What follows belongs to an exercise in optimizing a design on an open flow for small area; a production flow would make more cautious choices. Function was checked by simulation only, so behaviour that the tests miss may differ from the original. Power figures rest on the tool's default switching activity, not on a simulated workload.

Setup of run A:
## cpu
module cpu #(
    parameter unsigned CLOCK_DIVIDER = 12
) (
    input logic clock_i,
    input logic reset_i,
    input logic [7:0] data_i,
    input logic data_valid_i,
    output logic [7:0] data_o,
    output logic [15:0] address_o,
    output logic bus_read_o,
    output logic bus_write_o
);
For scale: roughly 490 cells after synthesis, roughly 37 I/O pins, roughly 4400 sq um of cells after synthesis.
Settings: LEC_CHECK=0, CAP_MARGIN=20, CORE_MARGIN=2, CORE_UTILIZATION=55, SLEW_MARGIN=20; clock period 10.0 ns.
standard.sh (not shown) runs the stock make flow with config.mk's settings and CLKGATE_MAP_FILE= SYNTH_SCRIPT=/design/flow/synth_recipe.tcl, a recipe that flattens the netlist after the stock synthesis.
==> flow/flow/run.sh <==
#!/bin/bash
# The standard layout (standard.sh) with three changes that only make the
# layout smaller: the smallest buffer on every port, a clock tree of clkbuf_8
# without dummy loads, and, after the floorplan, gates on paths with positive
# slack sized down (repair_timing -recover_power). Each tool's full output goes
# to a log of its own here; ORFS also keeps per-step logs under orfs/logs/.
set -euo pipefail
export BUFFER_PORTS_ARGS="-buffer_cell sky130_fd_sc_hd__buf_1"
export CTS_ARGS="-sink_clustering_enable -repair_clock_nets -buf_list sky130_fd_sc_hd__clkbuf_8 -dont_use_dummy_load"
bash standard.sh synth floorplan > standard_floorplan.log 2>&1
openroad -no_init -exit flow/downsize.tcl > downsize.log 2>&1
bash standard.sh > standard_finish.log 2>&1
==> flow/flow/downsize.tcl <==
# Size down gates that have slack to spare, in the floorplan's database.
set res orfs/results/$::env(FLOW_PLATFORM)/cpu/base
read_db $res/2_floorplan.odb
read_liberty $::env(FLOW_HOME)/platforms/sky130hd/lib/sky130_fd_sc_hd__tt_025C_1v80.lib
read_sdc $res/2_floorplan.sdc
source $::env(FLOW_HOME)/platforms/sky130hd/setRC.tcl
report_design_area
report_worst_slack -max
repair_timing -recover_power 100 -verbose
report_design_area
report_worst_slack -max
write_db $res/2_floorplan.odb
Run A completed every stage of the flow, and the final layout passed the timing, DRC and antenna checks.
> inputs changed (run A -> run B)
-- flow/design.v --
<<< run A, line 39
  localparam logic [3:0]
    Q_F0    = 4'd15,   
    Q_F1    = 4'd0,   
    Q_EXN   = 4'd9,   
    Q_ZP1   = 4'd12,   
    Q_ZX2   = 4'd5,   
    Q_I3    = 4'd7,   
    Q_I4    = 4'd6,   
    Q_AB1   = 4'd3,   
    Q_AB2   = 4'd4,   
    Q_RST   = 4'd2,   
    Q_STUCK = 4'd11;   
  logic [3:0] q;
  logic [7:0] ir;
>>> run B, line 39
  localparam logic [3:0]
    Q_F0    = 4'd15,   
    Q_F1    = 4'd1,   
    Q_EXN   = 4'd14,   
    Q_ZP1   = 4'd4,   
    Q_ZX2   = 4'd0,   
    Q_I3    = 4'd6,   
    Q_I4    = 4'd2,   
    Q_AB1   = 4'd5,   
    Q_AB2   = 4'd9,   
    Q_RST   = 4'd3,   
    Q_STUCK = 4'd12;   
  logic [3:0] q;
  logic [7:0] ir;
<<< run A, line 76
                   (data_i == 8'h98) | (data_i == 8'h9A) | (data_i == 8'hBA);
  logic [3:0] nq;
  logic nrd;
  logic pc_inc, pc_jmp;
  logic ld_ir, t_d, t_h, h_d;
>>> run B, line 76
                   (data_i == 8'h98) | (data_i == 8'h9A) | (data_i == 8'hBA);
  logic [3:0] nq;
  logic nrd, nwr, set_upc, clr_upc, set_zh, clr_zh;
  logic pc_inc, pc_jmp;
  logic ld_ir, t_d, t_h, h_d;
<<< run A, line 108
    nq = q;
    nrd = 1'b0;
    pc_inc = 1'b0; pc_jmp = 1'b0;
    ld_ir = 1'b0; t_d = 1'b0; t_h = 1'b0; h_d = 1'b0;
>>> run B, line 108
    nq = q;
    nrd = 1'b0;
    nwr = 1'b0;
    set_upc = 1'b0; clr_upc = 1'b0; set_zh = 1'b0; clr_zh = 1'b0;
    pc_inc = 1'b0; pc_jmp = 1'b0;
    ld_ir = 1'b0; t_d = 1'b0; t_h = 1'b0; h_d = 1'b0;
<<< run A, line 126
          nq = Q_F1;
          t_d = 1'b1;
          nrd = 1'b1; pc_inc = 1'b1;
          c_ld = f_c_ld; c_v = f_c_v;
        end
>>> run B, line 128
          nq = Q_F1;
          t_d = 1'b1;
          nrd = 1'b1; pc_inc = 1'b1; set_upc = 1'b1;
          c_ld = f_c_ld; c_v = f_c_v;
        end
<<< run A, line 137
          end else begin
            nq = Q_EXN;
            if (!f_is_sta) nrd = 1'b1;
          end
        end
>>> run B, line 139
          end else begin
            nq = Q_EXN;
            clr_upc = 1'b1; set_zh = 1'b1;
            if (f_is_sta) nwr = 1'b1;
            else nrd = 1'b1;
          end
        end
<<< run A, line 143
      Q_ZX2: begin
        nq = f_is_idx ? Q_I3 : Q_EXN;
        nrd = 1'b1;
      end
      Q_I3: begin
>>> run B, line 147
      Q_ZX2: begin
        nq = f_is_idx ? Q_I3 : Q_EXN;
        nrd = 1'b1; clr_upc = 1'b1; set_zh = 1'b1;
      end
      Q_I3: begin
<<< run A, line 151
      Q_I4: begin
        nq = Q_EXN;
        nrd = 1'b1; t_h = 1'b1; h_d = 1'b1;
      end
      Q_AB1, Q_RST: begin
>>> run B, line 155
      Q_I4: begin
        nq = Q_EXN;
        nrd = 1'b1; t_h = 1'b1; h_d = 1'b1; clr_zh = 1'b1;
      end
      Q_AB1, Q_RST: begin
<<< run A, line 167
          end else begin
            nq = Q_EXN;
            h_d = 1'b1;
          end
        end
>>> run B, line 171
          end else begin
            nq = Q_EXN;
            h_d = 1'b1; clr_upc = 1'b1; clr_zh = 1'b1;
          end
        end
<<< run A, line 243
      ir[0] <= 1'b0;
      bus_read_o <= 1'b1;
      c <= 1'b0;
      pc <= 16'hFFFC;
    end else begin
      if (shift & last & upd_c) c <= co;
>>> run B, line 247
      ir[0] <= 1'b0;
      bus_read_o <= 1'b1;
      bus_write_o <= 1'b0;
      c <= 1'b0;
      pc <= 16'hFFFC;
      upc <= 1'b1;
    end else begin
      if (shift & last & upd_c) c <= co;
<<< run A, line 251
        if (ld_ir) ir <= data_i;
        bus_read_o <= nrd;
        if (c_ld) c <= c_v;
        if (pc_inc) pc <= pc + 16'd1;
>>> run B, line 257
        if (ld_ir) ir <= data_i;
        bus_read_o <= nrd;
        bus_write_o <= nwr;
        if (set_upc) upc <= 1'b1;
        else if (clr_upc) upc <= 1'b0;
        if (set_zh) zh <= 1'b1;
        else if (clr_zh) zh <= 1'b0;
        if (c_ld) c <= c_v;
        if (pc_inc) pc <= pc + 16'd1;
<<< run A, line 257
    end
  end
  logic f_mem, f_zp, f_is_sta_s;
  assign f_is_sta_s = ~ir[5] & ~ir[3];   
  assign f_mem = (~ir[3] & ir[0]) | ir[2];   
  assign f_zp = ~ir[3] & ir[2];   
  assign upc = ~((q == Q_I3) | (q == Q_I4) | ((q == Q_EXN) & f_mem));
  assign zh = (q == Q_I3) | (q == Q_I4) | ((q == Q_EXN) & f_zp);
  assign bus_write_o = (q == Q_EXN) & f_is_sta_s;
  assign address_o = upc ? pc : {zh ? 8'd0 : h, t};
  assign data_o = h;
>>> run B, line 268
    end
  end
  assign address_o = upc ? pc : {zh ? 8'd0 : h, t};
  assign data_o = h;
[summary]
- The final layout from run B, which completed every stage, passed the timing, DRC and antenna checks at the end of the flow.
- Per the comparison of run B with run A, post-detailed-route wirelength per cell fell by 4.1%, simple-gate portion of the synthesized area rose by 1.4 points.
- Run B against run A: multi-input logic area has increased; portion of total power attributed to the clock network increased by 2.2 points relative to the old numbers; total power consumption of the routed design now sits lower.
- Run B ended with more starting density of the core than run A.
- Run B: first-pass GRT wire length lower than run A
- Cmp run A and run B / number of cells on the worst reg-to-reg path / lower: run A
- Run B ended up with pc[6]$_SDFFE_PP1P_ as its destination of the critical timing path; run A ended up with address_o[3].

[afterwards: timing with drivers on the ports]
The results above use ideal ports. As a check the final layouts listed here were re-extracted and re-timed, cells and wires unchanged.
Step 1 (the two cells are an assumption about what drives the block):
set clk [get_ports {clock_i}]
set_driving_cell -lib_cell sky130_fd_sc_hd__clkbuf_16 $clk
set_driving_cell -lib_cell sky130_fd_sc_hd__buf_2 [delete_from_list [all_inputs] $clk]
Step 2 moves the port delays by t, midway between the first and last clock arrival at a register: inputs arrive t later, outputs are due t later. That takes back most of the time a late clock gives input paths.
Three values: no drivers, after step 1, after step 2; two values: the first two.
run	shift t [ns]	setup slack, ns	hold WS [ns]	slew at the worst register clock pin (ns)
run A	0.371	5.144 / 5.112 / 5.483	0.313 / 0.313 / 0.313	0.09 / 0.09
run B	0.381	5.464 / 5.471 / 5.090	0.305 / 0.305 / 0.305	0.11 / 0.11
After both steps setup and hold are still met in every run listed. For run B, which loses most, drivers alone change the setup slack by +0.007 ns; drivers and shift together by -0.374 ns.
